This design comes from an exercise in tuning for small area and a short achievable clock period on the open sky130 flow, not from production work.
In this exercise RTL edits were held to simulation tests only and were not proved equivalent to the original.

## flow/design.v (module list and top-level ports; edited modules follow where they fit)
// module ntt_butterfly: 1680 lines
module ntt_butterfly
#(
    parameter REG_SIZE = 23
)
(
    input  wire                 clk,
    input  wire                 reset_n,
    input  wire                 zeroize,
    input  wire [2:0]           mode,
    input  wire                 accumulate,
    input  wire                 mlkem,
    input  wire  [REG_SIZE-1:0] opu_i,
    input  wire  [REG_SIZE-1:0] opv_i,
    input  wire  [REG_SIZE-1:0] opw_i,
    output logic [REG_SIZE-1:0] u_o,
    output logic [REG_SIZE-1:0] v_o,
    output logic [REG_SIZE-1:0] pwm_res_o,
    output logic [REG_SIZE-1:0] pairwm_mul_red_o
);
  // ...
==> flow/run.sh <==
#!/bin/bash
# synth_recipe.tcl (not shown) runs the flow's synth.tcl, then flattens the netlist and writes it again
# the make line also repeats each setting of config.mk as NAME=value (left out here)
make -C /OpenROAD-flow-scripts/flow DESIGN_CONFIG=/design/flow/config.mk WORK_HOME=/design/flow/orfs CLKGATE_MAP_FILE= SYNTH_SCRIPT=/design/flow/synth_recipe.tcl finish
==> flow/config.mk <==
export PLATFORM = sky130hd
export DESIGN_NAME = ntt_butterfly
export DESIGN_NICKNAME = ntt_butterfly
export VERILOG_FILES = /design/flow/design.v
export SDC_FILE = /design/flow/constraint.sdc
export NUM_CORES = 4
export LEC_CHECK = 0
export CAP_MARGIN = 20
export CORE_MARGIN = 2
export CORE_UTILIZATION = 40
export SETUP_SLACK_MARGIN = 5
export SLEW_MARGIN = 20
==> flow/constraint.sdc <==
create_clock -name core_clock -period 13.0 [get_ports {clk}]
set_input_delay 2.6000 -clock core_clock [delete_from_list [all_inputs] [get_ports {clk}]]
set_output_delay 2.6000 -clock core_clock [all_outputs]
set_load 0.01 [all_outputs]
==> metrics.md, run 1 <==
| Metric | Value |
|---|---|
| Status | complete, no violations |
| Inverters | 480 |
| Area leader, netlist | fa_1 |
| Placed insts | between 5000 and 6000 |
| CTS tree | yes |
| Post-synthesis cell count | roughly 4400 |
| Post-DP HPWL | about 110 mm |
| # port buffers | about 170 |
| Met2 GRT Util | about 46% |
| Routed wire per std cell | between 20 and 30 um |
| Final WS setup | approximately 2300 ps |
| Initial Util | ~40% |
| Antenna Nets Post-Route | 0 |
| Regs by FF count | t_s: 26 flops, t_c: 25 flops |
| CP Class | reg -> reg |
| Clk tree area frac | 1.954% |
| Simple-gate area share of the yosys netlist | 14.26% |
| Worst Tran Pin Value | 1277 ps |
| Clock Pin Slew Worst Setup and Hold Paths | roughly 70 ps |
| Area delta synth->final | 25.24% |
| Yosys reg bits | 205 |
| Yosys cell types | around 110 |
| # nets final | 5300 |
| Grt met1 use | between 40 and 50% |
| Post-synthesis mux area share | under 10% |
| Final setup vio count | 0 |
| CP Launch Type | register |
| Most frequent cells in the layout | inv_1, xnor2_1, nor2_1, fa_1, a22oi_1 |
| Antenna violations before repair | 8 |
| Min-Delay Path Class | reg -> reg |
| Clkbuf count | 29 |
| First-pass GRT wire length | between 200 and 250 mm |
| Final Cycle Share | 82.12% |
| Top delay family on crit path | compound AO/OA/AOI/OAI gates |
==> run 2, diff against run 1 <==
--- a/flow/design.v
+++ b/flow/design.v
@@ -32,25 +32,35 @@
     wire m_ct  = (mode_r == CT);
     wire m_gs  = (mode_r == GS);
     wire m_pwm = (mode_r == PWM);
     wire m_pwa = (mode_r == PWA);
     wire m_pws = (mode_r == PWS);
     wire [24:0] q1  = mlkem_r ? 25'd3329 : 25'd8380417;
     wire [24:0] qn  = mlkem_r ? (25'h1000000 - 25'd3329 + 25'h1000000) : (25'h1000000 - 25'd8380417 + 25'h1000000);
     logic [22:0] c_d, red;
+    logic [26:0] t_s, t_c;
+    wire  [26:0] c00 = t_s + t_c;           
+    wire        t_neg = c00[26];
+    wire        t_ge1 = !t_neg && (c00[25:0] >= {1'b0, q1});
+    wire        t_ge2 = !t_neg && (c00[25:0] >= (mlkem_r ? 26'd6658 : 26'd16760834));
+    wire [24:0] nkq = t_neg ? q1 : t_ge2 ? (mlkem_r ? 25'h1FFE5FE : 25'h1003FFE) :
+                      t_ge1 ? qn : 25'd0;
+    wire [24:0] pkq = t_neg ? qn : t_ge2 ? (mlkem_r ? 25'd6658 : 25'd16760834) :
+                      t_ge1 ? q1 : 25'd0;
     wire         share = m_ct | m_pwm;
     wire [22:0]  ax = share ? c_d : opu_i;
-    wire [22:0]  ay = share ? red : opv_i;
+    wire [24:0]  ay = share ? c00[24:0] : {2'b0, opv_i};
     wire        p_odd = m_gs & (ax[0] ^ ay[0]);
-    wire [24:0] kq    = p_odd ? q1 : 25'd0;
-    wire [24:0] s_a   = {2'b0, ax} + {2'b0, ay} + kq;               
+    wire [24:0] kqa   = share ? nkq : (p_odd ? q1 : 25'd0);
+    wire [24:0] kqs   = share ? pkq : (p_odd ? q1 : 25'd0);
+    wire [24:0] s_a   = {2'b0, ax} + ay + kqa;                      
     wire [24:0] s_x   = m_gs ? {1'b0, s_a[24:1]} : s_a;             
     wire [24:0] s_m   = s_x + qn;                                   
-    wire [24:0] d_a   = {2'b0, ax} + {2'b11, ~ay} + 25'd1 + kq;     
+    wire [24:0] d_a   = {2'b0, ax} + ~ay + 25'd1 + kqs;             
     wire [24:0] d_x   = m_gs ? {d_a[24], d_a[24:1]} : d_a;          
     wire [22:0] d_p   = d_x[22:0] + q1[22:0];                       
     wire [22:0] addm = s_m[24] ? s_x[22:0] : s_m[22:0];             
     wire [22:0] subm = d_x[24] ? d_p : d_x[22:0];                   
     wire [22:0] a_n = m_ct ? opv_i : m_gs ? subm : opu_i;
     wire [22:0] b_n = (m_ct | m_gs) ? opw_i : opv_i;
     logic [22:0] c_n;
     always_comb begin
@@ -1633,35 +1643,32 @@
     assign fk_45 = (fk_19 & fk_20) | (fk_19 & kt2[10]) | (fk_20 & kt2[10]);
     assign fk_46 = fk_21 ^ fk_22 ^ kt2[11];
     assign fk_47 = (fk_21 & fk_22) | (fk_21 & kt2[11]) | (fk_22 & kt2[11]);
     assign fk_48 = fk_23 ^ kt0[12];
     assign fk_49 = fk_23 & kt0[12];
     assign kem_s = {kt0[12], kt0[12], kt0[12], kt0[12], kt0[12], kt0[12], kt0[12], kt0[12], kt0[12], kt0[12], kt0[12], kt0[12], kt0[12], fk_49, fk_47, fk_45, fk_43, fk_41, fk_39, fk_37, fk_35, fk_33, fk_31, fk_29, fk_27, fk_25, fk_24};
     assign kem_c = {1'b0, 1'b0, 1'b0, 1'b0, 1'b0, 1'b0, 1'b0, 1'b0, 1'b0, 1'b0, 1'b0, 1'b0, 1'b0, kt0[12], fk_48, fk_46, fk_44, fk_42, fk_40, fk_38, fk_36, fk_34, fk_32, fk_30, fk_28, fk_26, kt2[0]};
     wire [45:0] prod = mul_s + mul_c;
-    logic [26:0] t_s, t_c;
     always_ff @(posedge clk or negedge reset_n) begin
         if (!reset_n) begin
             t_s <= '0; t_c <= '0; c_d <= '0;
         end else if (zeroize) begin
             t_s <= '0; t_c <= '0; c_d <= '0;
         end else begin
             t_s <= mlkem_r ? kem_s : dsa_s;
             t_c <= mlkem_r ? kem_c : dsa_c;
             c_d <= c_r;
         end
     end
-    wire [26:0] c00 = t_s + t_c;
-    wire [26:0] cp1 = c00 + {2'b0, q1};
-    wire [26:0] cm1 = c00 + {2'b11, qn};
-    wire [26:0] cm2 = c00 + (mlkem_r ? 27'h7FFE5FE : 27'h7003FFE);
-    assign red = !cm2[26] ? cm2[22:0] :
-                 !cm1[26] ? cm1[22:0] :
-                 !c00[26] ? c00[22:0] : cp1[22:0];
+    wire [22:0] qa_p1 = mlkem_r ? 23'd3329      : 23'h7FE001;
+    wire [22:0] qa_m1 = mlkem_r ? 23'h7FF2FF    : 23'h001FFF;
+    wire [22:0] qa_m2 = mlkem_r ? 23'h7FE5FE    : 23'h003FFE;
+    wire [22:0] kadd  = t_neg ? qa_p1 : t_ge2 ? qa_m2 : t_ge1 ? qa_m1 : 23'd0;
+    assign red = c00[22:0] + kadd;
     logic [22:0] uo_r, vo_r;
     always_ff @(posedge clk or negedge reset_n) begin
         if (!reset_n) begin
             uo_r <= '0; vo_r <= '0;
         end else if (zeroize) begin
             uo_r <= '0; vo_r <= '0;
         end else begin
             uo_r <= m_gs ? c_d : addm;
==> run 2 against run 1 <==
Compared with the run above: synthesized area is 3.4% lower; largest cell class unchanged; still clean; critical path type is now reg -> out; global-route usage shrank 0.80 points; sequential cell count unchanged.
==> metrics.md, run 2 <==
| Metric | Value |
|---|---|
| Max FFs per register | 26 |
| Insertion delay to the later sink of the worst-skew pair | around 580 ps |
| Post-DP HPWL | 102.3 mm (-4.6%) |
| YS warnings | 2 |
| CP arrival | 7950 ps |
| Number of synthesized flops with an enable pin | 0 |
| Final setup vio count | 0 (unchanged) |
| Hold_buf cts | 0 |
| Initial Util | 40.25% (about the same) |
| Post-synthesis cell count | 4179 (-4.2%) |
| Cell row count | between 100 and 150 |
| Min-Delay Path Class | reg -> reg |
| WHS | around 490 ps |
| Total gr overflow | 0 |
| Io pins | roughly 170 |
| Yosys reg bits | 205 (unchanged) |
| Status | complete, no violations |
| Final Cycle Share | 81.14% (-0.98 points) |
| Final min period | between 10000 and 15000 ps |
| Critical path's slowest cell | dfrtp_1 |
| Post-synthesis sequential area ratio | ~15% |
| Drt via density | roughly 6 |
| Antenna violations before repair | 5 (-3) |
| Area of the multi-input gates | between 30000 and 40000 um2 |
| Worst-path fanout max | 3 |
| GPL Wtd Cong | between 0.9 and 1 |
| Clock Pin Slew Worst Setup and Hold Paths | 60 ps (about the same) |
| Filler cells | 7994 |
| Commonest non-fill, non-tap cell in the layout | inv_1 |
| Clk_skew | ~40 ps |
| Worst Tran Pin Value | 1243 ps (-33.67 ps) |
| Worst R2R End | uo_r[11] |
| CTS tree | yes |
| Top post-synthesis cells by area | fa_1, dfrtp_1, ha_1 |
| Initial DRC Count | approximately 3500 |
| Clock Sinks | ~210 |
| # nets final | 5171 (-2.4%) |
| Required time of the critical path | about 10000 ps |
| CP Launch Type | register |
| Worst R2R Start | t_c[1] |
| Crit-path max cell delay | roughly 400 ps |
| Routed wire per std cell | 24.70 um (-3.7%) |
| Most frequent cells in the layout | inv_1, xnor2_1, nor2_1, nand2_1, fa_1 |
| Root buf cell | clkbuf_16 |
| Gr usage total | between 20% and 30% |
| Worst hold path endpoint | c_d[0] |
| Primary FF master, synth | dfrtp_1 |
| Die W | roughly 300 um |
| Final Slew Violations | 0 |
| Reg area | between 5000 and 6000 um2 |
| Count leader, synth | inv_1 |
| Clock buffer count from CTS | 25 |
| Antenna Nets Post-Route | 0 (unchanged) |
| Full die area | about 89000 um2 |
| # port buffers | 168 (unchanged) |
| Crit end category | primary output |
| Final hold vios | 0 |
| Synth Area per Inst | roughly 8.3 um2 |
| Total of max-cap violations | 0 |
| Area leader, netlist | fa_1 |
| Reg with most FFs | t_s |
| RSZ-0062 raised after global routing | true |
| Share of layout cells above drive strength 1 | between 20% and 30% |
| Min-delay src | c_r[0] |
| Detailed Route WL | 140.0 mm |
| R2R depth | 53 |
| Vias | about 33000 |
| First-pass GRT wire length | 203.0 mm (-6.4%) |
| Yosys cell types | 96 (-9.4%) |
| Yosys top cell area share | 18.63% |
| Syn nets | a little under 5000 |
| Synth cell count leaders | inv_1, xnor2_1, nor2_1 |
| # DRC | 0 |
| H-tree depth | 1 |
| R2R setup slack | around 2500 ps |
| Achievable clock frequency | roughly 95 MHz |
| Regs by FF count | t_s: 26 flops, t_c: 25 flops |
| Clock buffer depth | 3 |
| Area delta synth->final | 28.56% |
| Largest net degree at the start of global routing | 76 |
| Slew Limit Headroom | roughly 17% |
| Number of global-route vias before repair | 31830 |
| Asr flop ratio synth | 100.0% |
| Setup_tns | 0 ps |
| CP Class | reg -> out |
| First-pass iteration count of the detailed router | 7 |
| Hold path cells | 1 |
| Synthesized cell area | 34810 um2 |
| Die Y | ~300 um |
| Area of the core | between 80000 and 90000 um2 |
## run 2: changes by cell type after synthesis, moves of 17 or more
cell	delta
nand2_1	+50
and3_1	-22
nor3_1	-22
o211ai_1	-17
or3_1	-20
fa_1	+23
a21o_1	-26
## run 2: area by class of cell
type	count	share of cell area, %
antenna	3	0.01677
clock buffer	34	1.563
clock inverter	12	0.2991
inverter	485	4.208
multi-input combinational	3250	68.47
sequential	205	11.55
tap	1155	3.229
timing repair buffer	524	10.67
## run 2: kinds of logic after synthesis
kind of cell    after synthesis  share of synthesized area, %
fa+ha+maj                   605                         28.72
buf+inv                     728                         7.908
xor+xnor                    459                         11.59
mux                          91                         2.703
compound gates             1058                         20.65
simple gates               1033                         13.69
flops                       205                         14.74
## run 2: worst max-delay path, delay by kind of cell (launching register included)
kind	cells	cell delay, ps
AO/OA/AOI/OAI	26	4590
XOR/XNOR	2	290
adder cells (fa/ha/maj)	4	1110
buffers and inverters	3	530
flip-flops	1	400
AND/OR/NAND/NOR	5	500
## run 2: worst max-delay path by stage
stage                            to   start  slack [ps]  depth (start not counted)
6_report              pwm_res_o[22]  t_c[1]        2450                         40
5_1_grt               pwm_res_o[20]  t_c[1]        2030                         41
4_1_cts        pairwm_mul_red_o[19]  t_c[1]        2680                         38
3_5_place_dp          pwm_res_o[22]  t_s[0]        1840                         35
3_3_place_gp          pwm_res_o[22]  t_c[1]        1930                         38
2_1_floorplan                c_r[7]  t_c[1]        3380                         48
## run 2: per-layer routing
layer | up-vias | GRT usage (%) | part of all wire, %
met5 | - | 0 | 0.031
met4 | 6 | 11.26 | 4.5
met3 | 323 | 6.783 | 11
met2 | 1797 | 45.07 | 44
met1 | 16500 | 41.54 | 41
li1 | 14790 | - | -
## run 2: repair_timing
action / in CTS / in global routing
endpoints found under the setup margin: 186 / 184
resized for setup: 548 / 467
setup buffers: 153 / 118
pin swaps: 103 / 197
endpoints found under the hold margin: 0 / 0
cloned: 6 / 0
## run 2: per-stage QoR
step	worst slack [ps]	cell area (um2)	cells	utilization (%)
after floorplan	3375	35030	4179	-
after global placement	1933	37880	5341	43.81
after detailed placement	1842	37900	5342	43.82
after CTS	2678	41670	5547	48.18
after global routing	2031	44750	5665	51.74
final	2452	44750	5668	51.75

-- afterwards: timing with drivers on the ports --
In the flow no input, the clock included, has a driving cell. The finished layouts below were timed again as built, in two steps.
Step 1, drivers: a clkbuf_16 drives clk and a buf_2 each remaining input, both assumed.
Step 2 also shifts input and output timing later by t, the mid clock arrival at the registers, as if the neighbouring blocks saw the same clock.
Three values: ideal ports, drivers, drivers and shift; two values: the first two.
| run | t, ns | slack for setup (ns) | hold slack, ns | worst slew at a driven data input, ns |
|---|---|---|---|---|
| run 1 | 0.639 | 2.324 / 2.324 / 2.324 | 0.500 / 0.500 / 0.500 | 0.06 |
| run 2 | 0.631 | 2.452 / 2.384 / 2.500 | 0.493 / 0.493 / 0.493 | 0.07 |
After both steps every run listed still meets setup and hold.
